Source: an optimization exercise on an open RTL-to-GDS flow (aim: small area, a short achievable clock period and few clock cycles). Production flows keep margins and buffers that such runs may drop.
At most, simulation tests tie the RTL to the original design; equivalence was not proved.
Only the layout flow was run in runs 1 to 3 and 7; the RTL was not checked for function there.
No activity file was given, so power comes from the tool's default toggle rates.

$ cat flow/run.sh
#!/bin/bash
# synth_recipe.tcl (not shown) runs the flow's synth.tcl, then flattens the netlist and writes it again
# the make line also repeats each setting of config.mk as NAME=value (left out here)
make -C /OpenROAD-flow-scripts/flow DESIGN_CONFIG=/design/flow/config.mk WORK_HOME=/design/flow/orfs CLKGATE_MAP_FILE= SYNTH_SCRIPT=/design/flow/synth_recipe.tcl finish
$ cat flow/config.mk
export PLATFORM = sky130hd
export DESIGN_NAME = fpu
export DESIGN_NICKNAME = fpu
export VERILOG_FILES = /design/flow/design.v
export SDC_FILE = /design/flow/constraint.sdc
export NUM_CORES = 4
export LEC_CHECK = 0
export ABC_AREA = 1
export CAP_MARGIN = 20
export CORE_MARGIN = 2
export CORE_UTILIZATION = 45
export GPL_TIMING_DRIVEN = 0
export SLEW_MARGIN = 20
$ cat flow/constraint.sdc
create_clock -name core_clock -period 10.0 [get_ports {clk}]
set_input_delay 2.0000 -clock core_clock [delete_from_list [all_inputs] [get_ports {clk}]]
set_output_delay 2.0000 -clock core_clock [all_outputs]
set_load 0.01 [all_outputs]
$ cat flow/design.v
module fpu(
    input  logic [31:0] op_A_in,
    input  logic [31:0] op_B_in,
    input  logic clk,
    input  logic reset,
    input  logic start,
    output logic [31:0] data_out,
    output logic [3:0]  status_out,
    output logic done
);
    logic [7:0]  ea, eb, e_l, dif;
    logic [8:0]  d_ab, d_ba;
    logic        a_ge_e, e_eq, fa_lt, a_big, s_l, eff_sub, swap_f, big;
    logic [25:0] m_a, m_b, m_l, m_s, m_s_sh, lost_mask;
    logic        sticky;
    logic [26:0] x, y, g, p, gg, pp, sum;
    always_comb begin
        ea   = op_A_in[30:23];
        eb   = op_B_in[30:23];
        m_a  = {|ea, op_A_in[22:0], 2'b00};
        m_b  = {|eb, op_B_in[22:0], 2'b00};
        d_ab = {1'b0, ea} - {1'b0, eb};
        d_ba = {1'b0, eb} - {1'b0, ea};
        a_ge_e = ~d_ab[8];
        e_eq   = (ea == eb);
        fa_lt  = op_A_in[22:0] < op_B_in[22:0];
        e_l  = a_ge_e ? ea  : eb;
        m_l  = a_ge_e ? m_a : m_b;
        m_s  = a_ge_e ? m_b : m_a;
        dif  = a_ge_e ? d_ab[7:0] : d_ba[7:0];
        a_big = e_eq ? ~fa_lt : a_ge_e;
        s_l   = a_big ? op_A_in[31] : op_B_in[31];
        eff_sub = op_A_in[31] ^ op_B_in[31];
        swap_f  = eff_sub & e_eq & fa_lt;
        big       = dif > 8'd24;
        m_s_sh    = big ? 26'd0 : (m_s >> dif[4:0]);
        lost_mask = big ? 26'h3ffffff : ~(26'h3ffffff << dif[4:0]);
        sticky    = |(m_s & lost_mask);
        x = {1'b0, m_l};
        y = {1'b0, m_s_sh} ^ {27{eff_sub}};
        g = x & y;
        p = x ^ y;
        gg = g;
        pp = p;
        gg[0] = g[0] | (p[0] & eff_sub & ~swap_f);
        for (int l = 0; l < 5; l++)
            for (int i = 0; i < 27; i++)
                if (i[l]) begin
                    gg[i] = gg[i] | (pp[i] & gg[((i >> (l + 1)) << (l + 1)) + (1 << l) - 1]);
                    pp[i] = pp[i] & pp[((i >> (l + 1)) << (l + 1)) + (1 << l) - 1];
                end
        sum = (p ^ {27{swap_f}}) ^ {gg[25:0], eff_sub & ~swap_f};
    end
    logic [26:0] r;
    logic [7:0]  e_q;
    logic        s_q, sticky_q;
    always_ff @(posedge clk) begin
        r        <= sum;
        e_q      <= e_l;
        s_q      <= s_l;
        sticky_q <= sticky;
    end
    always_ff @(posedge clk or negedge reset) begin
        if (!reset) done <= 1'b0;
        else        done <= start;
    end
    logic        zero, left, c_out, uf, ovf;
    logic [25:0] w, n0, n1, n2, n3, n4, keep;
    logic [23:0] ca;
    logic [22:0] inc, f_out;
    logic [4:0]  k;
    logic [7:0]  e_p1, e_p2, e_nr, e_left, e_out;
    always_comb begin
        zero = ~|r;
        left = ~r[26] & ~r[25];
        w  = r[26] ? r[26:1] : r[25:0];
        ca = w[25:2];
        for (int l = 0; l < 5; l++)
            for (int i = 0; i < 24; i++)
                if (i[l]) ca[i] = ca[i] & ca[((i >> (l + 1)) << (l + 1)) + (1 << l) - 1];
        inc   = w[24:2] ^ ({ca[21:0], 1'b1} & {23{w[0]}});
        c_out = w[0] & ca[23];
        e_p1  = e_q + 8'd1;
        e_p2  = e_q + 8'd2;
        e_nr  = (r[26] & c_out) ? e_p2 : (r[26] | c_out) ? e_p1 : e_q;
        k[4] = ~|r[25:10]; n1 = k[4] ? {r[9:0], 16'd0} : r[25:0];
        k[3] = ~|n1[25:18]; n2 = k[3] ? {n1[17:0], 8'd0} : n1;
        k[2] = ~|n2[25:22]; n3 = k[2] ? {n2[21:0], 4'd0} : n2;
        k[1] = ~|n3[25:24]; n4 = k[1] ? {n3[23:0], 2'd0} : n3;
        k[0] = ~n4[25];     n0 = k[0] ? {n4[24:0], 1'd0} : n4;
        e_left = e_q - {3'd0, k};
        keep = ~(26'h3ffffff >> e_q);
        uf   = ~r[26] & ~|(r[25:0] & keep);
        ovf  = (&e_q) | (~left & ((e_q == 8'd254 & (r[26] | c_out)) | (e_q == 8'd253 & r[26] & c_out)));
        e_out = left ? e_left : e_nr;
        f_out = left ? n0[24:2] : inc;
        if (zero) begin
            data_out = 32'd0;                   status_out = 4'b0001;
        end else if (ovf) begin
            data_out = {s_q, 8'hFF, 23'd0};     status_out = 4'b0100;
        end else if (uf) begin
            data_out = 32'd0;                   status_out = 4'b1000;
        end else begin
            data_out = {s_q, e_out, f_out};
            status_out = (w[0] && !left) || sticky_q ? 4'b0010 : 4'b0001;
        end
    end
endmodule
==> results of run 1 <==
==> layout by cell type, fill, tap and decap left out, types with 12 or more instances in the layout <==
master,Yosys,routed
clkbuf_1,46,46
nand3_1,231,231
xor2_1,76,76
nor2_1,117,117
inv_1,203,203
clkdlybuf4s50_1,0,103
nand2_2,23,23
nand2_1,496,496
o21ai_0,165,165
ha_1,75,75
o211ai_1,14,14
a21oi_1,78,78
nor3_1,12,12
dfxtp_1,37,37
nand4_1,19,19
buf_2,24,24
==> cells in the mapped netlist (all sizes together) (2+ instances only) <==
| cell type | instances | area, um2 |
|---|---|---|
| nand3 | 233 | 1176 |
| o211ai | 14 | 105.1 |
| o221ai | 5 | 43.79 |
| a22o | 2 | 17.52 |
| clkinv | 2 | 7.510 |
| a21oi | 80 | 415.4 |
| inv | 212 | 798.3 |
| a31oi | 11 | 68.82 |
| fa | 3 | 60.06 |
| buf | 39 | 229.0 |
| xor2 | 76 | 665.6 |
| mux2i | 6 | 60.06 |
| clkbuf | 46 | 172.7 |
| nor3 | 12 | 60.06 |
| nand4 | 19 | 118.9 |
| nor2 | 129 | 544.3 |
| nand2 | 521 | 2028 |
| o21ai | 175 | 894.6 |
| o2111ai | 2 | 17.52 |
| ha | 75 | 938.4 |
| o311ai | 2 | 17.52 |
| o22ai | 6 | 37.54 |
| or2 | 4 | 25.02 |
| nor4 | 5 | 31.28 |
| and2 | 5 | 31.28 |
| xnor2 | 11 | 96.34 |
| dfxtp | 37 | 740.7 |
| a221oi | 2 | 17.52 |
| o32ai | 2 | 17.52 |
| o21a | 5 | 37.54 |
| nand3b | 8 | 60.06 |
| o31ai | 3 | 22.52 |
==> flip-flops by register name, summed over array words and instances, names as in the netlist <==
signal,count
done,1
e_q,8
r,27
s_q,1
sticky_q,1
==> worst max-delay path, delay by kind of cell <==
kind	cells	cell delay, ns
adders and majority gates	3	0.75
AOI/OAI and AO/OA	4	0.99
xor gates and xnor gates	1	0.18
and+or+nand+nor	22	2.79
buffers and inverters	9	2.13
==> cell type report <==
| class | instances | area share, % |
|---|---|---|
| Tap cell | 275 | 3.055 |
| Buffer | 85 | 3.565 |
| Timing Repair Buffer | 103 | 9.152 |
| Multi-Input combinational cell | 1430 | 68.55 |
| Inverter | 214 | 7.153 |
| Clock buffer | 5 | 1.111 |
| Clock inverter | 3 | 0.6109 |
| Sequential cell | 38 | 6.798 |
==> power by group through the flow <==
stage / clock, mW / sequential, mW / combinational (mW)
2_1_floorplan: 0 / 0.260 / 1.39
3_3_place_gp: 0 / 0.317 / 2.03
3_5_place_dp: 0 / 0.314 / 2.04
4_1_cts: 0.210 / 0.310 / 2.05
5_1_grt: 0.216 / 0.320 / 2.32
6_report: 0.205 / 0.316 / 2.09
==> per-layer routing <==
layer / vias to the layer above / wire length, um / global-route usage [%]
met5: - / 0 / 0
met4: 0 / 2164 / 18.13
met3: 115 / 1863 / 2.048
met2: 461 / 18410 / 59.34
met1: 5348 / 15520 / 40.16
li1: 6033 / - / -
==> path summary, 6_finish.rpt <==
check / start / to / slack (ns) / cells past startpoint
worst min-delay path: reset / done / 1.85 / 1
worst max-delay path: op_A_in[23] / r[26] / 1.32 / 39
min in group core_clock: start / done / 2.15 / 1
max in group asynchronous: reset / done / 8.05 / 1
==> metrics by stage <==
stage          cells  cell area, um2  power (mW)  worst slack, ns
4_1_cts         2153           11260       2.572            1.525
3_3_place_gp    2145           11070       2.351            1.261
6_report        2153           11260       2.606            1.317
3_5_place_dp    2145           11070       2.357            1.266
2_1_floorplan   1767            9696       1.652            3.352
5_1_grt         2153           11260       2.858           0.7499
==> cell families (layout without fill, tap and decap cells) <==
group | Yosys count | after routing
and+or+nand+nor | 940 | 940
AOI/OAI and AO/OA | 318 | 318
buffers and inverters | 299 | 410
xor gates and xnor gates | 87 | 87
adders and majority gates | 78 | 78
DFF | 38 | 38
muxes | 7 | 7
==> results list, run 1 <==
- Outcome: complete, no violations
* Area of the placeable core: 21090 um2
- Clock net sink count: 38
- Count of vias placed by the detailed router: 11960
* Utilization of the core after routing: 53.42%
- Total overflow reported by the global router: 0
- Period utilization: 86.83%
- Arrival time at the worst endpoint: 8.86 ns
- The clock network burns 7.9% of the power.
- Data required, critical path: 10.17 ns
- Summing the areas of all compound-gate instances in the mapped netlist gives 18.42% of the synthesized area.
- Entering global routing, the biggest net connects 14 pins.
* Total of hold buffers inserted after clock tree synthesis: 0
* Routability Congestion: 1.054
* Number of remaining DRC errors: 0
- At the end of the flow, the number of nets in the layout was 2022.
- I/O pins: 104
- After detailed routing, the number of vias per cell comes to 5.554.
- The total count of max-transition violations in the final report came to 0.
- The tightest hold path in the finished design has a slack of 1.853 ns.
- Share of cell area taken by muxes after synthesis: 0.7356%
- Dividing total power by cell area gives a power density of 231.3 nW/um2.
- Of all nets on the critical path, the largest fanout is 10.
* Psw: 1.483 mW
- Detailed placement HPWL: 31670 um
- RSZ-0062 raised after global routing: no
* Sort of element at the end of the critical path: register
- TritonCTS built the clock tree.
- Adder and majority cell fraction of the synthesized area: 10.30%
* I/O Buffers: 103
- Registers are responsible for 12.1% of the overall power.
- Post CTS Setup Buffer Count: 0
* Cell area after synthesis: 9696 um2
- Number of CTS-inserted buffers: 5
- Transition at the pin with the smallest max-transition slack: 0.8880 ns
- Mean cell area of the mapped netlist: 5.487 um2
- Among the stages of the critical path, the cell type that occurs most often is nor2_1.
* Overall track demand over capacity in global routing: 33.37%
- Power Internal: 1.123 mW
* Proportion of layout cells with a drive suffix above 1: 5.378%
* Slowest library cell on the worst path: clkdlybuf4s50_1
- Yosys mapped the design onto 63 distinct sky130hd cell types.
* Final setup TNS: 0 ns
- Across the run, the number of max-cap violations was 0.
- Vias in the first global route: 11200
- Drt initial violations: 831
- The count of nets left with antenna violations once routing finished came out at 0.
- Summed over all cells, the static leakage comes to 5.685 nW.
* Synthesis-to-layout area growth: 16.18%
- Drt first pass iters: 5
* Share of synthesized area occupied by flip-flops and latches: 7.898%
- Number of warnings reported in the yosys synthesis log: 1
- Share of synthesized flip-flops with an asynchronous set or reset: 2.632%
* Power share of the combinational group: 80.0%
* Number of standard cells after synthesis: 1767
* Dominant combinational cell family by area after synthesis: simple AND/OR/NAND/NOR gates
- Overall die area: 22740 um2
- Post-CTS repair changed the size of 0 cells.
- Dividing the detail-routed wire length by the instance count gives 17.63 um.
- The layout has 2298 filler cells.
* Final hold violation count: 0
* Wire length of the first global-routing pass: 59220 um
- Start-to-end type of the worst setup path: in -> reg
- Timing would allow up to 0.1152 GHz.
* Flip-flop and latch count after synthesis: 38
* Min-delay worst type: in -> async
- Simple-Gate Fraction of Synth Area: 42.34%
* Sequential cell area: 765.7 um2
* Switch share: 56.90%
* Total nets after synthesis: 1912
- For this configuration, the core starts out at a cell density of 45.98%.
* Diodes inserted: 0
* Die height: 150.8 um
- In this run the clock root is driven by a clkbuf_16.
- Setup violations remaining at the end of the flow were counted as 0.
- STA classifies the critical path startpoint as a primary input.
* Parity-gate share of the synthesized area counting xor and xnor cells: 7.859%
* Worst IR Drop VDD: 83.65 uV
- Post-synth top flop: dfxtp_1
- Row generation in the floorplan step produced 53 rows.
- In the final layout, the multi-input gates occupy 7722 um2.
- Total wire length: 37960 um
- The synthesized design contains 0 enable-type register cells.
* Worst stage delay on the critical path: 0.64 ns
- In this run the horizontal extent of the chip is 150.8 um.
* Initial antenna violation count: 0
* Worst slew slack as a fraction of its limit: 40.58%
- In this run the number of H-tree levels came out at 2.
- Clock slew at reported path FFs: 0.06 ns
* Maximum count of clock buffers along a single path: 2
- The worst path in the final design needs a cycle of 8.683 ns, including I/O delays and setup.
==> run 2: changes to the inputs <==
==> flow/flow/run.sh (new file) <==
#!/bin/bash
# The standard layout, with plain buffers (sky130_fd_sc_hd__buf_2) on the
# ports in place of the delay cells that buffer_ports picks by default.
set -euo pipefail
export BUFFER_PORTS_ARGS="-buffer_cell sky130_fd_sc_hd__buf_2"
bash standard.sh > standard_make.log 2>&1
==> flow/standard.sh (new file) <==
#!/bin/bash
# synth_recipe.tcl (not shown) runs the flow's synth.tcl, then flattens the netlist and writes it again
# the make line also repeats each setting of config.mk as NAME=value (left out here)
make -C /OpenROAD-flow-scripts/flow DESIGN_CONFIG=/design/flow/config.mk WORK_HOME=/design/flow/orfs CLKGATE_MAP_FILE= SYNTH_SCRIPT=/design/flow/synth_recipe.tcl "${@:-finish}"
removed: flow/run.sh
==> run 2 against run 1 <==
Effect of this change: non-clock buffer count is the same; utilization decreased by 2.6 points; first-iteration DRC count grew 6.4%; via count rose by 0.59%; critical path depth did not move; synthesized cell count is the same; critical path type unchanged; die area is the same; global-route usage grew 0.070 points; highest routed layer unchanged; sequential cell count is the same; cell area fell by 5.0%; combinational power decreased by 5%.
==> results list, run 2 <==
* Post-cts repair resize count: 0
- Total overflow reported by the global router: 0
* Count of vias placed by the detailed router: 12030
- After detailed routing, the total wire length is 38310 um.
- Start-to-end type of the worst setup path: in -> reg
- Buffers inserted to repair hold after CTS numbered 0.
- After synthesis the netlist holds a flip-flop and latch count of 38.
- Final-report max-slew violation count: 0
* Clock slew at reported path FFs: 0.06 ns
* Transition at the pin with the smallest max-transition slack: 0.9093 ns
- Mean cell area of the mapped netlist: 5.487 um2
- The critical path contains buffers and inverters numbering 9 combined.
* Share of synthesized flip-flops with an asynchronous set or reset: 2.632%
- Count of final setup violators: 0
* Number of standard cells after synthesis: 1767
- Once detail routing completed, the nets flagged for antenna violations numbered 0.
- Commonest cells after routing, fill and taps aside: 496 x nand2_1, 231 x nand3_1, 203 x inv_1, 165 x o21ai_0, 127 x buf_2
* Critical path fanouts, max: 10
- Counting distinct cell types in the post-synthesis netlist gives 63.
- Register containing the most flip-flops in the final layout: r
- Area of the placeable core: 21090 um2
- Setup repair after global routing left no endpoint under its margin.
* Clock net sink count: 38
* Overall track demand over capacity in global routing: 33.44%
- Clock tree from TritonCTS: done
- Period utilization: 80.88%
- Worst slew slack as a fraction of its limit: 39.16%
* Leading cell type in the layout, fill and taps excluded: nand2_1
- The register with the most flip-flops in the layout has 27 of them.
- Proportion of layout cells with a drive suffix above 1: 10.86%
* Kind of cell adding the most delay to the critical path: simple AND/OR/NAND/NOR gates
- Number of synthesized flops with an enable pin: 0
- Power per cell area: 229.1 nW/um2
* Final setup TNS: 0 ns
- Fraction of post-synthesis cell area in the top cell type by area: 19.20%
* Post-route minimum period: 8.088 ns
* Post-layout total power: 2.453 mW
- From synthesis to final layout, the design area changed by 10.43%.
- The largest registers in the layout are r x27, e_q x8.
- Dominant cells by area after synthesis: nand2_1 19%, nand3_1 12%, ha_1 9.7%
* Die X: 150.8 um
* Overall die area: 22740 um2
- Per-cell via count in the routed design: 5.586
* Initial standard-cell utilization of the core: 45.98%
* I/O pins: 104
- The initialized floorplan defines 53 standard-cell rows.
- Drt first pass iters: 6
* I/O Buffers: 103
- Static leakage: 5.669 nW
- Sort of element at the end of the critical path: register
* Most used standard cells in the synthesized netlist: 496 x nand2_1, 231 x nand3_1, 203 x inv_1
* Share of synthesized area occupied by flip-flops and latches: 7.898%
- Maximum clock rate: 0.1236 GHz
* Average detailed-routed wire length per instance: 17.80 um
* Most frequent cell after synthesis: nand2_1
* Number of warnings reported in the yosys synthesis log: 1
- Count of max-cap constraint violations: 0
- Number of CTS-inserted buffers: 5
- Total nets after synthesis: 1912
- Post CTS Setup Buffer Count: 0
* Root cell of the clock tree: clkbuf_16
- Maximum count of clock buffers along a single path: 2
* Vias in the first global route: 11120
- In the synthesized netlist the dominant register cell turns out to be dfxtp_1.
- The run finished with no timing, DRC or antenna violations.
* Min-delay worst type: in -> async
- The first global-routing pass estimated 58880 um of wire.
* Detailed placement HPWL: 31980 um
- Across the VDD grid, the largest voltage drop is 79.79 uV.
* Post-layout nets: 2022
- H-tree depth: 2
* Slowest library cell on the worst path: clkbuf_1
* Number of remaining DRC errors: 0
- The worst setup path is launched from a primary input.
- nand2_1 takes more of the synthesized area than any other cell.
* Data required, critical path: 10.17 ns
- Worst stage delay on the critical path: 0.53 ns
- The initial antenna violation count is 0.
- Arrival time at the worst endpoint: 8.25 ns
- The number of antenna diodes in the final layout is 0.
- Routability-driven placement finished with a final weighted congestion of 0.9811.
- Die height: 150.8 um
- Final hold violation count: 0
- Drt initial violations: 884
- By instance count, the cell type seen most on the critical path is nor2_1.
- Cell area after synthesis: 9696 um2
* Largest net degree at the start of global routing: 13
[run 2: cell counts after synthesis]
No cell type changed its count.
[run 2: where the power goes]
| group | internal, mW | leakage, nW | total [mW] | switching [mW] |
|---|---|---|---|---|
| sequential | 0.212 | 0.323 | 0.314 | 0.102 |
| clock | 0.0985 | 0.0729 | 0.158 | 0.0592 |
| combinational | 0.651 | 5.27 | 1.98 | 1.33 |
[run 2: layer usage]
layer	vias to the layer above	global-route usage (%)	wire length [um]
li1	6036	-	-
met4	0	19.35	2344
met1	5382	39.50	15540
met3	115	2.199	2084
met5	-	0	0
met2	494	59.70	18350
[run 2: cell type report]
type	instances	area, um2
plain buffers	85	401.6
clock buffers	6	138.9
clock inverters	2	12.51
fillers	2384	10380
inverters	214	805.8
multi-input cells	1430	7722
flip-flops and latches	38	765.7
well taps	275	344.1
repair buffers	103	515.5
[run 2: worst max path at each step]
stage	start	endpoint	slack, ns	depth (start not counted)
finish	op_A_in[23]	r[26]	1.91	39
global route	op_A_in[23]	r[26]	1.44	39
CTS	op_A_in[23]	r[26]	2.05	39
detailed placement	op_A_in[23]	r[26]	1.77	39
global placement	op_A_in[23]	r[26]	1.75	39
floorplan	op_A_in[23]	r[26]	3.35	38
[run 2: cell families after synthesis]
logic type	after synthesis	synth area share, %
muxes	7	0.7356
buffers and inverters	299	12.45
AOI/OAI and AO/OA	318	18.42
DFF	38	7.898
xor gates and xnor gates	87	7.859
adders and majority gates	78	10.30
and+or+nand+nor	940	42.34
[run 2: per-stage QoR]
step / instance area [um2] / setup slack [ns] / util, % / hold WS (ns) / cells
5_1_grt: 10710 / 1.437 / 50.77 / 1.486 / 2153
2_1_floorplan: 9696 / 3.352 / - / 1.704 / 1767
6_report: 10710 / 1.912 / 50.77 / 1.487 / 2153
4_1_cts: 10710 / 2.051 / 50.77 / 1.478 / 2153
3_5_place_dp: 10560 / 1.769 / 50.05 / 1.775 / 2145
3_3_place_gp: 10560 / 1.749 / 50.05 / 1.774 / 2145
==> run 3: changes to the inputs <==
==> flow/flow/run.sh (replaced) <==
#!/bin/bash
# The standard layout, with plain buffers (sky130_fd_sc_hd__buf_1) on the
# ports in place of the delay cells that buffer_ports picks by default.
set -euo pipefail
export BUFFER_PORTS_ARGS="-buffer_cell sky130_fd_sc_hd__buf_1"
bash standard.sh > standard_make.log 2>&1
==> run 3 against run 2 <==
Effect of this change: critical endpoint unchanged; non-clock buffer count unchanged; area after synthesis unchanged; synthesized cell count unchanged; largest cell class unchanged; routed wire length down 0.32%; combinational power down 2%; critical path type unchanged; sequential power about the same; clock power up about 30%; worst hold slack worse by 0.018 ns; power up 0.45%; count of clock-buffer cells in the layout down 1; largest power group unchanged; sequential share of layout area up 0.058 points.
==> results list, run 3 <==
- Most common cell type on the critical path: nor2_1
- Routability Congestion: 1.036
- At the worst endpoint, the required time is 10.17 ns.
- Transition at the pin with the smallest max-transition slack: 0.9071 ns
* Overall track demand over capacity in global routing: 32.90%
- For this run, the top clock speed supported by timing is 0.1220 GHz.
* Die X: 150.8 um
- Initial antenna violation count: 0
- CTS placed an instance of clkbuf_16 at the clock tree root.
- Counting tap cells, the placed design contains a total of 2145 instances.
* Number of distinct library cell variants in the gate-level netlist after synthesis: 63
* Most area-hungry cell type in the Yosys netlist: nand2_1
* Sort of element at the end of the critical path: register
- Of the synthesized area, sequential elements account for 7.898%.
* Mean cell area of the mapped netlist: 5.487 um2
- Initial standard-cell utilization of the core: 45.98%
- Synthesis-to-layout area growth: 9.537%
- Startpoint type of the worst setup path: primary input
- After clock tree synthesis, the repair step resized 0 gates.
- For this design, the CTS-stage hold fixing added 0 buffers.
- Flip-flop and latch count after synthesis: 38
* Start-to-end type of the worst setup path: in -> reg
- Min-delay worst type: in -> async
* Worst setup slack after placement: 1.634 ns
- Commonest cells after routing, fill and taps aside: 496 x nand2_1, 231 x nand3_1, 203 x inv_1, 165 x o21ai_0, 117 x nor2_1
- Final hold violation count: 0
- Share of synthesized flip-flops with an asynchronous set or reset: 2.632%
* Diodes inserted: 0
- Hold is met by 1.469 ns.
- Summed over its instances, the top area cell type makes up 19.20% of the synthesized netlist area.
* Number of standard cells after synthesis: 1767
- Slowest library cell on the worst path: a21oi_1
* Average detailed-routed wire length per instance: 17.74 um
- The largest single stage delay on the critical path is 0.32 ns.
- Max-cap violations in this run came to 0.
* Count of final setup violators: 0
- The total count of max-transition violations in the final report was 0.
- For this design the top-level I/O count stands at 104.
- Setup repair after global routing left no endpoint under its margin.
- Overall die area: 22740 um2
- Cell area after synthesis: 9696 um2
- The clock tree synthesis step divided the H-tree into 2 levels.
- Period utilization: 81.99%
- Top flop regs: r x27, e_q x8
- Counting flops with a built-in enable in the synthesized netlist gives 0.
- Clock slew at reported path FFs: 0.06 ns
- The number of nets in the synthesized netlist is 1912.
- Buffers added to address setup during post-CTS repair amount to 0.
- For this design, the sink count on the clock tree is 38.
- Largest register FFs: 27
* Worst slew slack as a fraction of its limit: 39.30%
- Of all nets on the critical path, the largest fanout is 10.
- Die height: 150.8 um
- Proportion of layout cells with a drive suffix above 1: 5.378%
- After layout, the minimum clock period comes to 8.199 ns.
- I/O Buffers: 103
* Power per cell area: 232.0 nW/um2
- Counting flops per register, the top entry is r.
- Post-layout nets: 2022
- The routed design has 38190 um of wire.
- Most frequent cell after synthesis: nand2_1
* Number of remaining DRC errors: 0
- Using the TritonRoute via totals, the vias-per-cell ratio works out to 5.599.
- IR analysis of the VDD net gives a maximum drop of 84.98 uV.
- Final instance count without filler cells: 2153
* Final setup TNS: 0 ns
- Yosys attributes the largest share of cell area to nand2_1 19%, nand3_1 12%, ha_1 9.7%.
- Residual antenna-violating net count after detailed routing: 0
- Cell area after placement: 10430 um2
- The run finished with no timing, DRC or antenna violations.
* Post-layout total power: 2.464 mW
* Drt initial violations: 841
* Final WS setup: 1.801 ns
- Arrival time at the worst endpoint: 8.37 ns
- Entering global routing, the biggest net connects 14 pins.
- In this run, CTS created clock tree buffers numbering 5.
- Drt first pass iters: 8
- Static leakage: 5.405 nW
- Once layout is done, the placed cells without fillers occupy 10620 um2.
- Fill cells in the final layout number 2393.
- The first global-routing pass estimated 58080 um of wire.
- Total overflow reported by the global router: 0
* Detailed placement HPWL: 31890 um
- Leading cell type in the layout, fill and taps excluded: nand2_1
- For this run, the leading register cell type out of synthesis is dfxtp_1.
* Vias in the first global route: 11010
- Area of the placeable core: 21090 um2
- Site row count: 53
* Most used standard cells in the synthesized netlist: 496 x nand2_1, 231 x nand3_1, 203 x inv_1
* Utilization of the core after routing: 50.36%
- Clock tree from TritonCTS: done
* Maximum count of clock buffers along a single path: 2
* Number of warnings reported in the yosys synthesis log: 1
- Count of vias placed by the detailed router: 12060
-- run 3: cell types whose count changed in the layout (fill, tap and decap cells not counted) --
cell,delta
bufinv_16,+2
buf_2,-103
clkinv_4,+1
clkinvlp_4,-1
clkinv_2,-1
buf_1,+103
clkbuf_8,-1
-- run 3: worst paths after layout --
check	slack, ns	cells after the start	start	end
setup / recovery	1.80	39	op_A_in[23]	r[26]
hold / removal	1.47	1	reset	done
max in group asynchronous	8.43	1	reset	done
min in group core_clock	1.82	1	start	done
-- run 3: kinds of logic (layout without fill, tap and decap cells) --
family	Yosys count	count (layout)	synth area share (%)
adder cells (fa/ha/maj)	78	78	10.30
XOR/XNOR	87	87	7.859
AO/OA/AOI/OAI	318	318	18.42
multiplexers	7	7	0.7356
buffers and inverters	299	410	12.45
flip-flops	38	38	7.898
AND/OR/NAND/NOR	940	940	42.34
-- run 3: layout make-up --
class | instances | area (um2) | area share [%]
Clock inverter | 3 | 68.82 | 0.6480
Sequential cell | 38 | 765.7 | 7.210
Multi-Input combinational cell | 1430 | 7722 | 72.71
Tap cell | 275 | 344.1 | 3.240
Buffer | 85 | 401.6 | 3.782
Timing Repair Buffer | 103 | 386.6 | 3.640
Inverter | 214 | 805.8 | 7.587
Clock buffer | 5 | 125.1 | 1.178
-- run 3: metal layers --
metal / track usage, % / vias up / routed length [um] / share of wire (%)
li1: - / 6029 / - / -
met3: 1.506 / 117 / 1982 / 5.2
met4: 19.02 / 0 / 2183 / 5.7
met5: 0 / - / 0 / 0
met1: 38.77 / 5419 / 15410 / 40
met2: 59.36 / 490 / 18620 / 49
-- run 3: worst max-delay path: cells and delay by family --
kind                     cells  cell delay [ns]
AO/OA/AOI/OAI                4             0.94
XOR/XNOR                     1             0.19
adder cells (fa/ha/maj)      3             0.75
buffers and inverters        9             1.66
AND/OR/NAND/NOR             22             2.79
-- run 3: where the power goes --
| group | total, mW | internal, mW | switching [mW] |
|---|---|---|---|
| sequential | 0.315 | 0.212 | 0.103 |
| clock | 0.205 | 0.143 | 0.0615 |
| combinational | 1.94 | 0.620 | 1.32 |
| total | 2.46 | 0.975 | 1.49 |
==> run 4: changes to the inputs <==
--- a/flow/design.v
+++ b/flow/design.v
@@ -8,8 +8,9 @@
     output logic [3:0]  status_out,
     output logic done
 );
-    logic [7:0]  ea, eb, e_l, dif;
+    logic [7:0]  ea, eb, e_l, gt, eq;
     logic [8:0]  d_ab, d_ba;
+    logic [4:0]  sh;
     logic        a_ge_e, e_eq, fa_lt, a_big, s_l, eff_sub, swap_f, big;
     logic [25:0] m_a, m_b, m_l, m_s, m_s_sh, lost_mask;
     logic        sticky;
@@ -21,20 +22,27 @@
         m_b  = {|eb, op_B_in[22:0], 2'b00};
         d_ab = {1'b0, ea} - {1'b0, eb};
         d_ba = {1'b0, eb} - {1'b0, ea};
-        a_ge_e = ~d_ab[8];
-        e_eq   = (ea == eb);
+        gt = ea & ~eb;
+        eq = ~(ea ^ eb);
+        for (int l = 0; l < 3; l++)
+            for (int i = 0; i < 8; i += 2 << l) begin
+                gt[i] = gt[i + (1 << l)] | (eq[i + (1 << l)] & gt[i]);
+                eq[i] = eq[i + (1 << l)] & eq[i];
+            end
+        a_ge_e = gt[0] | eq[0];
+        e_eq   = eq[0];
         fa_lt  = op_A_in[22:0] < op_B_in[22:0];
         e_l  = a_ge_e ? ea  : eb;
         m_l  = a_ge_e ? m_a : m_b;
         m_s  = a_ge_e ? m_b : m_a;
-        dif  = a_ge_e ? d_ab[7:0] : d_ba[7:0];
+        sh   = a_ge_e ? ea[4:0] - eb[4:0] : eb[4:0] - ea[4:0];
         a_big = e_eq ? ~fa_lt : a_ge_e;
         s_l   = a_big ? op_A_in[31] : op_B_in[31];
         eff_sub = op_A_in[31] ^ op_B_in[31];
         swap_f  = eff_sub & e_eq & fa_lt;
-        big       = dif > 8'd24;
-        m_s_sh    = big ? 26'd0 : (m_s >> dif[4:0]);
-        lost_mask = big ? 26'h3ffffff : ~(26'h3ffffff << dif[4:0]);
+        big       = a_ge_e ? d_ab[7:0] > 8'd24 : d_ba[7:0] > 8'd24;
+        m_s_sh    = big ? 26'd0 : (m_s >> sh);
+        lost_mask = big ? 26'h3ffffff : ~(26'h3ffffff << sh);
         sticky    = |(m_s & lost_mask);
         x = {1'b0, m_l};
         y = {1'b0, m_s_sh} ^ {27{eff_sub}};
@@ -44,11 +52,10 @@
         pp = p;
         gg[0] = g[0] | (p[0] & eff_sub & ~swap_f);
         for (int l = 0; l < 5; l++)
-            for (int i = 0; i < 27; i++)
-                if (i[l]) begin
-                    gg[i] = gg[i] | (pp[i] & gg[((i >> (l + 1)) << (l + 1)) + (1 << l) - 1]);
-                    pp[i] = pp[i] & pp[((i >> (l + 1)) << (l + 1)) + (1 << l) - 1];
-                end
+            for (int i = 26; i >= (1 << l); i--) begin
+                gg[i] = gg[i] | (pp[i] & gg[i - (1 << l)]);
+                pp[i] = pp[i] & pp[i - (1 << l)];
+            end
         sum = (p ^ {27{swap_f}}) ^ {gg[25:0], eff_sub & ~swap_f};
     end
     logic [26:0] r;
--- a/flow/config.mk
+++ b/flow/config.mk
@@ -10,4 +10,5 @@
 export CORE_MARGIN = 2
 export CORE_UTILIZATION = 45
 export GPL_TIMING_DRIVEN = 0
+export SETUP_SLACK_MARGIN = 4.0
 export SLEW_MARGIN = 20
==> run 4 against run 3 <==
Effect of this change: power up 20%; sequential cell count is the same; non-clock buffer count is 70 higher; cell area increased by 20%; highest routed layer unchanged; area after synthesis is 4.8% higher; worst hold slack got worse by 0.0040 ns; critical path type is now reg -> out; first-iteration DRC count rose by 68%; utilization up 7.4 points; sequential power is 8.3% higher; global-route usage up 2.2 points; count of clock-buffer cells in the layout unchanged; synthesized cell count is 6.6% higher.
==> results list, run 4 <==
- Summed over all layers, the global routing overflow is 0.
- Worst slew slack as a fraction of its limit: 30.52%
* Overall die area: 23810 um2
* Per-cell via count in the routed design: 5.674
* I/O pins: 104
* Area of the placeable core: 22030 um2
- The finished layout holds 2360 standard cells, fillers aside.
* Residual antenna-violating net count after detailed routing: 0
* Clock net sink count: 38
- H-tree depth: 2
- For this design the static power due to leakage is 6.263 nW.
- For this run, design rule violations remaining after detail routing come to 0.
* Number of CTS-inserted buffers: 5
- Subtracting the final worst setup slack from the clock period gives 5.993 ns.
- Leaving out fill and tap cells, the most frequent cell in the layout is nand2_1.
- Period utilization: 59.93%
- Sorting the synthesized cells by area gives the leading types as nand2_1 21%, nand3_1 9.9%, ha_1 9.1%.
* Drt initial violations: 1412
- Measured along the x axis, the die boundary spans 154.3 um.
- The layout has 2352 filler cells.
* Share of synthesized area occupied by flip-flops and latches: 7.533%
* Outcome: complete, no violations
- Sort of element at the end of the critical path: primary output
- Simple-Gate Fraction of Synth Area: 44.12%
- Fraction of post-synthesis cell area in the top cell type by area: 20.68%
- Proportion of layout cells with a drive suffix above 1: 19.05%
- Largest net degree at the start of global routing: 14
* Most used standard cells in the synthesized netlist: 560 x nand2_1, 220 x inv_1, 202 x nand3_1
- Number of warnings reported in the yosys synthesis log: 1
- At the pin with the least slew margin, the transition time is 1.035 ns.
* Number of synthesized flops with an enable pin: 0
- The largest registers in the layout are r x27, e_q x8.
- The critical path is of the reg -> out type.
* Wire length of the first global-routing pass: 66650 um
- Flip-flop and latch count after synthesis: 38
- Arrival time at the worst endpoint: 3.99 ns
- Kind of cell adding the most delay to the critical path: simple AND/OR/NAND/NOR gates
* Adder and majority cell fraction of the synthesized area: 9.700%
- Startpoint type of the worst setup path: register
* Maximum count of clock buffers along a single path: 2
- The routed layout has 13390 vias.
- The HPWL after detailed placement is 34230 um.
* Slowest library cell on the worst path: dfxtp_4
- Post-synth top flop: dfxtp_1
* Number of distinct library cell variants in the gate-level netlist after synthesis: 58
* Inst Count DP: 2267
- For the final routed database, the setup TNS stands at 0 ns.
* Compound-gate portion of the synthesized area: 19.49%
* Initial standard-cell utilization of the core: 46.15%
* Number of standard cells after synthesis: 1884
* Post-layout nets: 2222
- TritonCTS built the clock tree.
- Of the post-synthesis cell area, the part taken by muxes is 0.3077%.
- Derived from the worst setup path, the maximum achievable clock frequency is 0.1669 GHz.
* Drt first pass iters: 7
- Mean cell area of the mapped netlist: 5.395 um2
* Share of synthesized flip-flops with an asynchronous set or reset: 2.632%
* Worst IR Drop VDD: 116.3 uV
- In this run the tool buffered the top-level ports with 103 buffer cells.
- Total of hold buffers inserted after clock tree synthesis: 0
- Dominant combinational cell family by area after synthesis: simple AND/OR/NAND/NOR gates
- Setup violations remaining at the end of the flow were counted as 0.
- In this run the core area contains 54 standard-cell rows.
- Min-delay worst type: in -> async
- Final hold violation count: 0
- Clock slew at reported path FFs: 0.06 ns
- Initial antenna violation count: 1
* Final-report max-slew violation count: 0
- In the final routed layout, each cell accounts on average for 18.11 um.
- Across the run, the number of max-cap violations was 0.
* Total wire length: 42740 um
* Parity-gate share of the synthesized area counting xor and xnor cells: 6.548%
- The floorplan step set the die height to 154.3 um.
- Most area-hungry cell type in the Yosys netlist: nand2_1
- Among all cell types in the netlist, the one instantiated most often is nand2_1.
* Register containing the most flip-flops in the final layout: r
* Critical path fanouts, max: 6
- The register with the most flip-flops in the layout has 27 of them.
- Overall track demand over capacity in global routing: 35.05%
* Worst stage delay on the critical path: 0.40 ns
- Setup repair after global routing could not meet its margin everywhere.
- Buf+Inv Stages, Crit Path: 7
- Routability-driven placement finished with a final weighted congestion of 1.067.
- For this run, the share of the core covered by cells in the final layout is 57.71%.
* Vias in the first global route: 12440
- Summing every instance area after synthesis gives 10160 um2.
- Root cell of the clock tree: clkbuf_16
- The area growth from synthesis to layout is 25.06%.
- Total nets after synthesis: 2028
* Data required, critical path: 8.00 ns
- Commonest cells after routing, fill and taps aside: 530 x nand2_1, 204 x inv_1, 193 x nand3_1, 140 x nor2_1, 131 x o21ai_0
- Dividing total power by cell area gives a power density of 233.1 nW/um2.
[run 4: changes by cell type after synthesis, sizes merged, moves of 18 or more]
| cell | change |
|---|---|
| nand2 | +67 |
| nor2 | +32 |
| nand3 | -25 |
| inv | +24 |
| nor3 | +22 |
| xor2 | -22 |
| clkbuf | -19 |
| a21oi | +18 |
[run 4: what timing repair did]
action                     in CTS  in global routing
setup endpoints to repair      30                 26
pin swaps                      38                 85
resized for setup             163                170
setup buffers                  34                 49
cloned                          0                  1
[run 4: final cells by class]
| class | instances | area, um2 | share of cell area [%] |
|---|---|---|---|
| Multi-Input combinational cell | 1536 | 8891 | 69.94 |
| Timing Repair Buffer | 187 | 1075 | 8.455 |
| Inverter | 239 | 922.1 | 7.254 |
| Sequential cell | 38 | 805.8 | 6.339 |
| Buffer | 71 | 471.7 | 3.711 |
| Tap cell | 280 | 350.3 | 2.756 |
| Clock buffer | 5 | 125.1 | 0.9843 |
| Clock inverter | 3 | 68.82 | 0.5413 |
| Antenna cell | 1 | 2.502 | 0.01969 |
[run 4: path summary, 6_finish.rpt]
path,startpoint,endpoint,depth (start not counted)
hold / removal,reset,done,1
max in group asynchronous,reset,done,1
setup / recovery,r[24],data_out[30],32
min in group core_clock,start,done,1
[run 4: stage by stage]
stage	setup WS (ns)	instance area, um2	hold WS [ns]	power, mW
2_1_floorplan	4.431	10160	1.704	1.687
3_3_place_gp	2.968	10900	1.762	2.282
3_5_place_dp	3.004	10900	1.764	2.284
4_1_cts	3.989	11810	1.460	2.707
5_1_grt	3.744	12710	1.460	3.212
6_report	4.007	12710	1.465	2.963
[run 4: where the power goes]
group | switching [mW] | total, mW | internal [mW] | leakage, nW
Combinational | 1.54 | 2.41 | 0.867 | 5.84
Clock | 0.0688 | 0.212 | 0.143 | 0.0940
Sequential | 0.115 | 0.341 | 0.226 | 0.327
Total | 1.73 | 2.96 | 1.24 | 6.26
[run 4: cell families after synthesis]
| group | Yosys count |
|---|---|
| AOI/OAI and AO/OA | 346 |
| xor gates and xnor gates | 76 |
| adders and majority gates | 77 |
| buffers and inverters | 310 |
| DFF | 38 |
| muxes | 3 |
| and+or+nand+nor | 1034 |
[run 4: routing by layer]
| layer | vias to the layer above | part of all wire (%) | GRT usage, % | wire (um) |
|---|---|---|---|---|
| met5 | - | 0 | 0 | 0 |
| met4 | 0 | 3.8 | 12.43 | 1645 |
| met3 | 111 | 8.9 | 4.707 | 3819 |
| met2 | 630 | 44 | 58.25 | 18980 |
| met1 | 6071 | 43 | 46.63 | 18290 |
| li1 | 6578 | - | - | - |
Testbench counts of run 4, summed over its fixed seeds: cycles 3,200.
==> run 5: changes to the inputs <==
--- a/flow/config.mk
+++ b/flow/config.mk
@@ -10,5 +10,4 @@
 export CORE_MARGIN = 2
 export CORE_UTILIZATION = 45
 export GPL_TIMING_DRIVEN = 0
-export SETUP_SLACK_MARGIN = 4.0
 export SLEW_MARGIN = 20
==> run 5 against run 4 <==
Effect of this change: still clean on timing, DRC and antenna; global-route usage down 1.0 points; first-iteration DRC count down 5.9%; clock power about the same; routed wire length down 4.8%; die area unchanged; largest power group unchanged.
==> results list, run 5 <==
* Outcome: complete, no violations
- Each instance of the synthesized netlist takes up on average 5.395 um2.
- Most area-hungry cell type in the Yosys netlist: nand2_1
* Number of remaining DRC errors: 0
* Register containing the most flip-flops in the final layout: r
- Critical path fanouts, max: 10
- I/O Buffers: 103
- Together, buffers and inverters on the worst path number 6.
- Fraction of post-synthesis cell area in the top cell type by area: 20.68%
- Arrival time at the worst endpoint: 7.08 ns
- RSZ-0062 raised after global routing: no
- After clock tree synthesis, the repair step resized 0 gates.
- The routed design could run at a clock period as short as 6.896 ns.
* Vias in the first global route: 12060
- The final hold violation count is 0.
- Drt first pass iters: 6
- Power per cell area: 230.0 nW/um2
- For this design, the CTS-stage hold fixing added 0 buffers.
* Transition at the pin with the smallest max-transition slack: 1.035 ns
- After clock tree synthesis, the clock-pin slew on the worst setup and hold paths is 0.06 ns.
* Count of vias placed by the detailed router: 12910
- Share of synthesized flip-flops with an asynchronous set or reset: 2.632%
- IR analysis of the VDD net gives a maximum drop of 106.7 uV.
- Timing analysis after detailed placement gives a worst setup slack of 3.004 ns.
- Entering global routing, the biggest net connects 14 pins.
* Count of max-cap constraint violations: 0
- Part of the power in registers: 12.4%
* Post-layout total power: 2.553 mW
- The first global-routing pass estimated 64560 um of wire.
* Total nets after synthesis: 2028
- The layout has 2525 filler cells.
- Static leakage: 5.611 nW
- Proportion of layout cells with a drive suffix above 1: 5.865%
* Number of standard cells after synthesis: 1884
- Number of distinct library cell variants in the gate-level netlist after synthesis: 58
- Startpoint type of the worst setup path: primary input
- The register with the most flip-flops in the layout has 27 of them.
* Worst stage delay on the critical path: 0.42 ns
- Start-to-end type of the worst setup path: in -> reg
* Period utilization: 68.96%
- Among the stages of the critical path, the cell type that occurs most often is nand2_1.
- Pin placement for this block handled 104 I/O pins.
- Overall die area: 23810 um2
* Final WS setup: 3.104 ns
* Cell area after synthesis: 10160 um2
- Count of final setup violators: 0
- Post-layout nets: 2138
- After detailed routing, the average wire length per cell comes to 17.88 um.
- By area the synthesized netlist is led by nand2_1 21%, nand3_1 9.9%, ha_1 9.1%.
* Number of warnings reported in the yosys synthesis log: 1
* Residual antenna-violating net count after detailed routing: 0
* Most used standard cells in the synthesized netlist: 560 x nand2_1, 220 x inv_1, 202 x nand3_1
* Leading cell type in the layout, fill and taps excluded: nand2_1
- Most frequent cell after synthesis: nand2_1
* H-tree depth: 2
- Of the total power, the share spent switching nets is 61.15%.
- In this design, the largest share of critical-path delay is due to compound AO/OA/AOI/OAI gates.
- For the worst setup path, the data required time is 10.18 ns.
- Sequential cell area: 765.7 um2
- Final-report max-slew violation count: 0
- Overall track demand over capacity in global routing: 34.02%
- Final setup TNS: 0 ns
* Routability Congestion: 1.067
* Number of synthesized flops with an enable pin: 0
* Synthesis-to-layout area growth: 9.182%
* Initial antenna violation count: 2
- Post CTS Setup Buffer Count: 0
- Root cell of the clock tree: clkbuf_16
- Global routing finished with a remaining overflow of 0.
* Power share of the combinational group: 79.3%
* Share of synthesized area occupied by flip-flops and latches: 7.533%
- The HPWL after detailed placement is 34230 um.
- Site row count: 54
- Min-delay worst type: in -> async
* Top flop regs: r x27, e_q x8
- The die is 154.3 um tall.
* Sort of element at the end of the critical path: register
- Flip-flop and latch count after synthesis: 38
- Once the floorplan was initialized, standard cells occupied 46.15% of the core.
- Maximum clock rate: 0.1450 GHz
- The tree built by TritonCTS fans out to 38 sinks.
- Area of the placeable core: 22030 um2
* Per-cell via count in the routed design: 5.671
- Die X: 154.3 um
* Psw: 1.561 mW
- Clock network fraction of total power: 8.3%
- Clock tree synthesis inserted a total of 5 buffers.
- In this run the tightest slew margin relative to its limit is 30.48%.
- Maximum count of clock buffers along a single path: 2
* Multi-input gate area: 8148 um2
* Slowest library cell on the worst path: clkinv_1
* Commonest cells after routing, fill and taps aside: 560 x nand2_1, 220 x inv_1, 202 x nand3_1, 171 x o21ai_0, 151 x nor2_1
- Among all flip-flop cells after synthesis, the most frequent one is dfxtp_1.
- After the first detailed-routing iteration, the DRC count stood at 1328.
- Clock tree from TritonCTS: done
- The internal portion of the total power is 0.9917 mW.
* Total wire length: 40700 um
[run 5: cell counts after synthesis]
Identical to the previous run, type by type.
[run 5: cells by family (layout without fill, tap and decap cells)]
logic type / Yosys count / count (layout) / synth area share (%)
and+or+nand+nor: 1034 / 1034 / 44.12
AOI/OAI and AO/OA: 346 / 346 / 19.49
buffers and inverters: 310 / 421 / 12.31
adders and majority gates: 77 / 77 / 9.700
xor gates and xnor gates: 76 / 76 / 6.548
DFF: 38 / 38 / 7.533
muxes: 3 / 3 / 0.3077
other: 0 / 1 / 0
[run 5: worst max path at each step]
stage | startpoint | end | slack [ns] | cells past startpoint
6_report | op_A_in[23] | r[23] | 3.10 | 25
5_1_grt | r[23] | data_out[30] | 2.72 | 31
4_1_cts | r[13] | data_out[29] | 3.24 | 31
3_5_place_dp | op_A_in[24] | r[25] | 3.00 | 25
3_3_place_gp | op_A_in[23] | r[23] | 2.97 | 25
2_1_floorplan | op_A_in[25] | r[23] | 4.43 | 25
[run 5: cell type report]
class / count / area share (%)
Tap cell: 280 / 3.157
Multi-Input combinational cell: 1536 / 73.42
Timing Repair Buffer: 103 / 3.484
Antenna cell: 1 / 0.02255
Clock inverter: 3 / 0.6201
Buffer: 71 / 3.191
Clock buffer: 5 / 1.127
Inverter: 239 / 8.083
Sequential cell: 38 / 6.900
[run 5: metrics by stage]
step,std cells,instance area [um2],util (%),hold slack [ns]
2_1_floorplan,1884,10160,-,1.704
3_3_place_gp,2267,10900,49.49,1.762
3_5_place_dp,2267,10900,49.49,1.764
4_1_cts,2275,11100,50.37,1.460
5_1_grt,2275,11100,50.37,1.459
6_report,2276,11100,50.39,1.464
[run 5: power by group through the flow]
stage	combinational (mW)	sequential, mW	clock, mW
4_1_cts	1.98	0.311	0.214
3_3_place_gp	1.97	0.316	0
2_1_floorplan	1.43	0.260	0
3_5_place_dp	1.97	0.315	0
5_1_grt	2.26	0.318	0.221
6_report	2.02	0.317	0.212
[run 5: routing by layer]
| metal | share of wire (%) | vias up | wire, um | track usage [%] |
|---|---|---|---|---|
| li1 | - | 6410 | - | - |
| met1 | 44 | 5794 | 18090 | 45.82 |
| met2 | 44 | 615 | 17810 | 55.88 |
| met3 | 8.4 | 87 | 3404 | 4.483 |
| met4 | 3.4 | 2 | 1385 | 12.08 |
| met5 | 0.032 | - | 13 | 0 |
==> run 6: changes to the inputs <==
--- a/flow/config.mk
+++ b/flow/config.mk
@@ -10,4 +10,5 @@
 export CORE_MARGIN = 2
 export CORE_UTILIZATION = 45
 export GPL_TIMING_DRIVEN = 0
+export SETUP_SLACK_MARGIN = 3.3
 export SLEW_MARGIN = 20
==> run 6 against run 5 <==
Effect of this change: clock power about the same; cell area grew 2.2%; final cell count increased by 0.44%; maximum frequency up 7.4%; setup slack improved by 0.48 ns; first-iteration DRC count up 0.53%; worst hold slack got worse by 0.00062 ns; critical path type unchanged; critical endpoint is now r[25]; largest cell class unchanged.
==> results list, run 6 <==
- I/O Buffers: 103
- A synthesized cell averages 5.395 um2.
- The largest single stage delay on the critical path is 0.61 ns.
* Multi-input gate area: 8264 um2
- The mapped netlist covers 10160 um2.
- The largest registers in the layout are r x27, e_q x8.
- Number of synthesized flops with an enable pin: 0
- Buf+Inv Stages, Crit Path: 7
* Transition at the pin with the smallest max-transition slack: 1.050 ns
- The filler cells instantiated in the layout total 2513.
- Setup repair after global routing could not meet its margin everywhere.
* Inst Count DP: 2267
- The synthesized design spends more area on one cell type than any other, namely nand2_1.
- Sequential cell area: 779.5 um2
- Total of hold buffers inserted after clock tree synthesis: 0
- Among cell families on the critical path, the largest total delay comes from buffers and inverters.
- Leaving out fill and tap cells, the most frequent cell in the layout is nand2_1.
- Synthesis-to-layout area growth: 11.56%
- In this run the worst path has a maximum fanout of 10.
* Post-layout nets: 2147
* Worst IR Drop VDD: 106.6 uV
- Post-layout total power: 2.619 mW
- After synthesis, the netlist uses 58 different library cells.
- The core region is 22030 um2.
- Summed over all nets, the half-perimeter wirelength after detailed placement is 34230 um.
- Initial standard-cell utilization of the core: 46.15%
- Min-delay worst type: in -> async
- The detailed router placed 12990 vias in this run.
- In this run the core area contains 54 standard-cell rows.
* Number of warnings reported in the yosys synthesis log: 1
- After detailed routing, the number of remaining DRC violations is 0.
- CP cell instances: buf_1 > inv_1 > ha_1 > buf_2 > nand2_2 > nor2_2 > nand2_4 > nand3_4 > buf_6 > buf_6 > clkbuf_1 > clkbuf_1 > o21ai_0 > ha_1 > a21oi_1 > o21ai_0 > a21oi_1 > o21ai_0 > a21oi_1 > nand2_1 > nand2_1 > nand2_1
- The tool flagged a number of max-cap violations equal to 0.
* Final setup TNS: 0 ns
- Routability-driven placement finished with a final weighted congestion of 1.067.
- After clock tree synthesis, the clock-pin slew on the worst setup and hold paths is 0.06 ns.
- Vias in the first global route: 12080
* Fraction of post-synthesis cell area in the top cell type by area: 20.68%
- Initial antenna violation count: 2
- Drt first pass iters: 8
- The floorplan step set the die height to 154.3 um.
- Final instance count without filler cells: 2286
- The slowest stage of the critical path belongs to the cell clkbuf_1.
- Largest net degree at the start of global routing: 14
* Clock net sink count: 38
* Period utilization: 64.18%
* Drt initial violations: 1335
* Total overflow reported by the global router: 0
- Largest register FFs: 27
- Flip-flop and latch count after synthesis: 38
* Post-route minimum period: 6.418 ns
* Share of synthesized area occupied by flip-flops and latches: 7.533%
* Worst slew slack as a fraction of its limit: 29.50%
- Maximum count of clock buffers along a single path: 2
- Average detailed-routed wire length per instance: 17.89 um
- Start-to-end type of the worst setup path: in -> reg
- Post-synth top flop: dfxtp_1
- The clock tree synthesis step divided the H-tree into 2 levels.
- Maximum clock rate: 0.1558 GHz
* Register containing the most flip-flops in the final layout: r
* Overall track demand over capacity in global routing: 34.06%
* Total nets after synthesis: 2028
- Power per cell area: 231.0 nW/um2
- Most frequent cell after synthesis: nand2_1
- After detailed routing, the number of vias per cell comes to 5.681.
- Share of synthesized flip-flops with an asynchronous set or reset: 2.632%
- The total count of max-transition violations in the final report came to 0.
- TritonCTS built the clock tree.
- I/O pins: 104
- STA classifies the critical path endpoint as a register.
* Number of standard cells after synthesis: 1884
- By area the synthesized netlist is led by nand2_1 21%, nand3_1 9.9%, ha_1 9.1%.
- The library cells used most frequently in the layout, excluding fill and tap cells, are 554 x nand2_1, 217 x inv_1, 202 x nand3_1, 160 x o21ai_0, 150 x nor2_1.
- Arrival time at the worst endpoint: 6.57 ns
* Most used standard cells in the synthesized netlist: 560 x nand2_1, 220 x inv_1, 202 x nand3_1
- The tightest hold path in the finished design has a slack of 1.463 ns.
- Overall die area: 23810 um2
- In this run the static leakage power is 5.709 nW.
* Number of CTS-inserted buffers: 5
- Total wire length: 40910 um
* Root cell of the clock tree: clkbuf_16
- The final hold violation count came to 0.
* Residual antenna-violating net count after detailed routing: 0
* Count of final setup violators: 0
- Proportion of layout cells with a drive suffix above 1: 8.782%
- Wire length of the first global-routing pass: 64640 um
- Outcome: complete, no violations
* Die X: 154.3 um
- Startpoint type of the worst setup path: primary input
* Data required, critical path: 10.16 ns
[run 6: what timing repair did]
action	4_1_cts	5_1_grt
pin swaps	2	8
setup endpoints to repair	2	23
buffers inserted	4	5
gates resized for setup	2	79
hold endpoints to repair	0	0
[run 6: power by group]
| part | switching, mW | internal, mW |
|---|---|---|
| clock network | 0.0691 | 0.143 |
| logic | 1.41 | 0.673 |
| registers | 0.109 | 0.217 |
| total | 1.59 | 1.03 |
[run 6: cells by family (layout without fill, tap and decap cells)]
kind of cell             Yosys count  count (layout)  synth area share, %
flip-flops                        38              38                7.533
AND/OR/NAND/NOR                 1034            1034                44.12
other                              0               2                    0
AO/OA/AOI/OAI                    346             346                19.49
multiplexers                       3               3               0.3077
buffers and inverters            310             430                12.31
adder cells (fa/ha/maj)           77              77                9.700
XOR/XNOR                          76              76                6.548
[run 6: cell type report]
| type | count | share of cell area, % |
|---|---|---|
| Clock buffer | 5 | 1.103 |
| Buffer | 71 | 3.432 |
| Multi-Input combinational cell | 1536 | 72.88 |
| Clock inverter | 3 | 0.6069 |
| Sequential cell | 38 | 6.874 |
| Antenna cell | 2 | 0.04414 |
| Inverter | 239 | 7.944 |
| Tap cell | 280 | 3.089 |
| Timing Repair Buffer | 112 | 4.027 |
[run 6: path summary, 6_finish.rpt]
path | to | slack (ns) | cells past startpoint | from
setup / recovery | r[25] | 3.58 | 22 | op_A_in[25]
hold / removal | done | 1.46 | 1 | reset
max in group asynchronous | done | 8.44 | 1 | reset
min in group core_clock | done | 1.81 | 1 | start
[run 6: layer usage]
| layer | part of all wire, % | track usage (%) | vias up |
|---|---|---|---|
| met1 | 44 | 45.83 | 5851 |
| met3 | 8.1 | 4.539 | 92 |
| met2 | 44 | 55.90 | 610 |
| li1 | - | - | 6432 |
| met4 | 3.6 | 12.21 | 2 |
| met5 | 0.032 | 0 | - |
[run 6: stage by stage]
stage	cell area [um2]	setup slack, ns	util [%]
floorplan	10160	4.431	-
global placement	10900	2.968	49.49
detailed placement	10900	3.004	49.49
CTS	11130	3.285	50.52
global route	11330	3.207	51.46
finish	11340	3.582	51.48
==> run 7: changes to the inputs <==
--- a/flow/design.v
+++ b/flow/design.v
@@ -76,7 +76,7 @@
     logic [23:0] ca;
     logic [22:0] inc, f_out;
     logic [4:0]  k;
-    logic [7:0]  e_p1, e_p2, e_nr, e_left, e_out;
+    logic [7:0]  e_p1, e_p2, e_nr, e_left, e_out, e4, e3, e2, e1;
     always_comb begin
         zero = ~|r;
         left = ~r[26] & ~r[25];
@@ -91,11 +91,15 @@
         e_p2  = e_q + 8'd2;
         e_nr  = (r[26] & c_out) ? e_p2 : (r[26] | c_out) ? e_p1 : e_q;
         k[4] = ~|r[25:10]; n1 = k[4] ? {r[9:0], 16'd0} : r[25:0];
+        e4 = k[4] ? e_q - 8'd16 : e_q;
         k[3] = ~|n1[25:18]; n2 = k[3] ? {n1[17:0], 8'd0} : n1;
+        e3 = k[3] ? e4 - 8'd8 : e4;
         k[2] = ~|n2[25:22]; n3 = k[2] ? {n2[21:0], 4'd0} : n2;
+        e2 = k[2] ? e3 - 8'd4 : e3;
         k[1] = ~|n3[25:24]; n4 = k[1] ? {n3[23:0], 2'd0} : n3;
+        e1 = k[1] ? e2 - 8'd2 : e2;
         k[0] = ~n4[25];     n0 = k[0] ? {n4[24:0], 1'd0} : n4;
-        e_left = e_q - {3'd0, k};
+        e_left = k[0] ? e1 - 8'd1 : e1;
         keep = ~(26'h3ffffff >> e_q);
         uf   = ~r[26] & ~|(r[25:0] & keep);
         ovf  = (&e_q) | (~left & ((e_q == 8'd254 & (r[26] | c_out)) | (e_q == 8'd253 & r[26] & c_out)));
--- a/flow/config.mk
+++ b/flow/config.mk
@@ -10,5 +10,4 @@
 export CORE_MARGIN = 2
 export CORE_UTILIZATION = 45
 export GPL_TIMING_DRIVEN = 0
-export SETUP_SLACK_MARGIN = 3.3
 export SLEW_MARGIN = 20
==> run 7 against run 6 <==
Effect of this change: still clean; power up 6.9%; area after synthesis up 3.6%; worst hold slack worse by 0.010 ns; critical path depth up 4; highest routed layer is now met4.
==> results list, run 7 <==
* Number of distinct library cell variants in the gate-level netlist after synthesis: 61
- Number of warnings reported in the yosys synthesis log: 1
* Final setup TNS: 0 ns
- Proportion of layout cells with a drive suffix above 1: 7.744%
- Count of final setup violators: 0
* Overall die area: 24650 um2
* Average detailed-routed wire length per instance: 18.26 um
- Drt first pass iters: 6
* Diodes inserted: 0
* Total wire length: 41320 um
- Headroom to the max-slew limit came out at 37.45%.
* Min-delay worst type: in -> async
- Of the synthesized area, sequential elements account for 7.270%.
- The core region is 22780 um2.
- From synthesis to final layout, the design area changed by 9.230%.
* Final cell area excluding filler cells: 11500 um2
- Data required, critical path: 10.20 ns
- Share of synthesized flip-flops with an asynchronous set or reset: 2.632%
- Drt initial violations: 1206
* Post-layout total power: 2.801 mW
- RSZ-0062 raised after global routing: no
- On the worst path, the slowest cell contributes a delay of 0.76 ns.
* Buf+Inv Stages, Crit Path: 9
* Overall track demand over capacity in global routing: 33.28%
- After clock tree synthesis, the setup repair step added 0 buffers.
- Maximum count of clock buffers along a single path: 2
- Sort of element at the end of the critical path: register
- Wire length of the first global-routing pass: 63870 um
- Post-route minimum period: 7.298 ns
- Total overflow reported by the global router: 0
* Power per cell area: 243.4 nW/um2
- After technology mapping, the gate count stands at 1839.
* Clock slew at reported path FFs: 0.06 ns
* Top flop regs: r x27, e_q x8
- Arrival time at the worst endpoint: 7.50 ns
- For this design, the CTS-stage hold fixing added 0 buffers.
- By startpoint and endpoint, the worst setup path is classified as in -> reg.
- The die is 157.0 um wide.
- In the routed design, unresolved DRC markers number 0.
* Slowest library cell on the worst path: o21ai_0
- After detailed placement, the total cell area comes to 11310 um2.
- Once the floorplan was initialized, standard cells occupied 46.24% of the core.
* Largest net degree at the start of global routing: 14
- Routability Congestion: 1.001
- Most frequent cell after synthesis: nand2_1
- Site row count: 55
- By area the synthesized netlist is led by nand2_1 18%, o21ai_0 9.0%, ha_1 8.9%.
- CTS saw 38 sinks.
- Of all nets on the critical path, the largest fanout is 10.
- Largest register FFs: 27
- Fill cells in the final layout number 2562.
- Number of CTS-inserted buffers: 5
- Total nets after synthesis: 1983
* Leading cell type in the layout, fill and taps excluded: nand2_1
- Commonest cells after routing, fill and taps aside: 505 x nand2_1, 206 x inv_1, 189 x o21ai_0, 139 x nor2_1, 107 x buf_1
- Most used standard cells in the synthesized netlist: 505 x nand2_1, 206 x inv_1, 189 x o21ai_0
* Outcome: complete, no violations
- Cell area after synthesis: 10530 um2
- Final-report max-slew violation count: 0
- Static timing analysis puts the maximum clock frequency at 0.1370 GHz.
* Transition at the pin with the smallest max-transition slack: 0.9284 ns
* Sequential cell area: 765.7 um2
- Count of vias placed by the detailed router: 12750
* Initial antenna violation count: 0
* Number of synthesized flops with an enable pin: 0
- Root cell of the clock tree: clkbuf_16
* I/O Buffers: 103
* Flip-flop and latch count after synthesis: 38
- After the last flow step, the layout net total stands at 2093.
- Across the run, the number of max-cap violations was 0.
- Once detailed placement completed, the half-perimeter wirelength came to 35020 um.
- In this run the vertical extent of the chip is 157.0 um.
- In this run the mean area of a mapped cell was 5.727 um2.
- Worst IR Drop VDD: 93.08 uV
* Most area-hungry cell type in the Yosys netlist: nand2_1
- Post-synth top flop: dfxtp_1
- Static leakage: 5.492 nW
* Kind of cell adding the most delay to the critical path: compound AO/OA/AOI/OAI gates
- Dividing the detail-routed via count by the number of cells gives 5.632.
- Final hold violation count: 0
- The number of global-route vias before repair came to 11500.
- The number of gates resized after CTS was 0.
* Multi-input gate area: 8493 um2
- Startpoint type of the worst setup path: primary input
- The worst path uses 72.98% of the clock period.
- After synthesis, the largest area contributor takes up 18.00% of total cell area.
* I/O pins: 104
- H-tree depth: 2
* Residual antenna-violating net count after detailed routing: 0
* Clock tree from TritonCTS: done
- The register with the most flip-flops in the final layout is r.
-- run 7: changes by cell type after synthesis, sizes merged, moves of 13 or more --
cell	previous run	this run
a221oi	1	15
a31oi	8	21
inv	236	213
mux2i	2	24
nand2	588	535
nand3	208	97
nor3	34	20
o21ai	182	223
xor2	54	86
-- run 7: cell families after synthesis --
group | synth area share (%)
xor+xnor | 8.886
buf+inv | 12.09
simple gates | 35.52
compound gates | 24.66
flops | 7.270
mux | 2.281
fa+ha+maj | 9.290
-- run 7: per-stage QoR --
stage	instances	hold WS [ns]	setup slack (ns)	utilization, %
CTS	2263	1.452	2.949	50.51
finish	2263	1.453	2.702	50.51
global route	2263	1.452	2.415	50.51
global placement	2255	1.762	2.647	49.66
detailed placement	2255	1.764	2.651	49.66
floorplan	1839	1.704	4.162	-
-- run 7: worst paths after layout --
check | end | start | slack (ns) | depth (start not counted)
setup / recovery | r[26] | op_A_in[28] | 2.70 | 26
hold / removal | done | reset | 1.45 | 1
max in group asynchronous | done | reset | 8.45 | 1
min in group core_clock | done | start | 1.80 | 1
-- run 7: report_power, final --
| part | switching [mW] | internal (mW) |
|---|---|---|
| clock | 0.0728 | 0.144 |
| sequential | 0.0960 | 0.215 |
| combinational | 1.53 | 0.747 |
| total | 1.70 | 1.11 |
-- run 7: routing by layer --
layer	share of wire (%)	routed length (um)	global-route usage (%)
met5	0	0	0
met4	3.7	1530	11.27
met3	6.0	2472	1.982
met2	46	18940	56.35
met1	44	18370	44.90
-- run 7: area by class of cell --
class                   instances  share of cell area [%]
well taps                     313                   3.404
repair buffers                103                   3.361
plain buffers                  81                   3.948
multi-input cells            1503                   73.82
flip-flops and latches         38                   6.656
clock inverters                 3                  0.5982
inverters                     217                   7.123
clock buffers                   5                   1.088

[re-timing with driven ports]
Ports are ideal in the flow. The routed layouts listed here were re-timed in OpenROAD.
Step 1 (the two cells are an assumption about what drives the block):
set clk [get_ports {clk}]
set_driving_cell -lib_cell sky130_fd_sc_hd__clkbuf_16 $clk
set_driving_cell -lib_cell sky130_fd_sc_hd__buf_2 [delete_from_list [all_inputs] $clk]
Step 2 adds t to the input delays and takes it off the output delays; t is the mean of the earliest and latest rising clock arrival at the registers after step 1. Input paths then give back, and output paths get back, about the clock's delay inside the block.
Three values: ideal ports, drivers, drivers and shift; two values: the first two.
run	t (ns)	slack for setup (ns)	worst setup path after step 2	worst slew at a driven data input, ns	pins driven straight from the clock port
run 1	0.316	1.317 / 1.324 / 1.009	input to register	0.06	1
run 2	0.312	1.912 / 1.930 / 1.617	input to register	0.03	1
run 3	0.317	1.801 / 1.813 / 1.497	input to register	0.05	1
run 4	0.328	4.007 / 3.966 / 3.824	input to register	0.07	1
run 5	0.329	3.104 / 3.109 / 2.795	input to register	0.07	1
run 6	0.329	3.582 / 3.595 / 3.266	input to register	0.08	1
run 7	0.331	2.702 / 2.716 / 2.385	input to register	0.04	1
After both steps setup and hold are still met in every run listed. The setup slack of run 7, which loses most, moves by +0.014 ns with the drivers and by -0.317 ns with both steps.
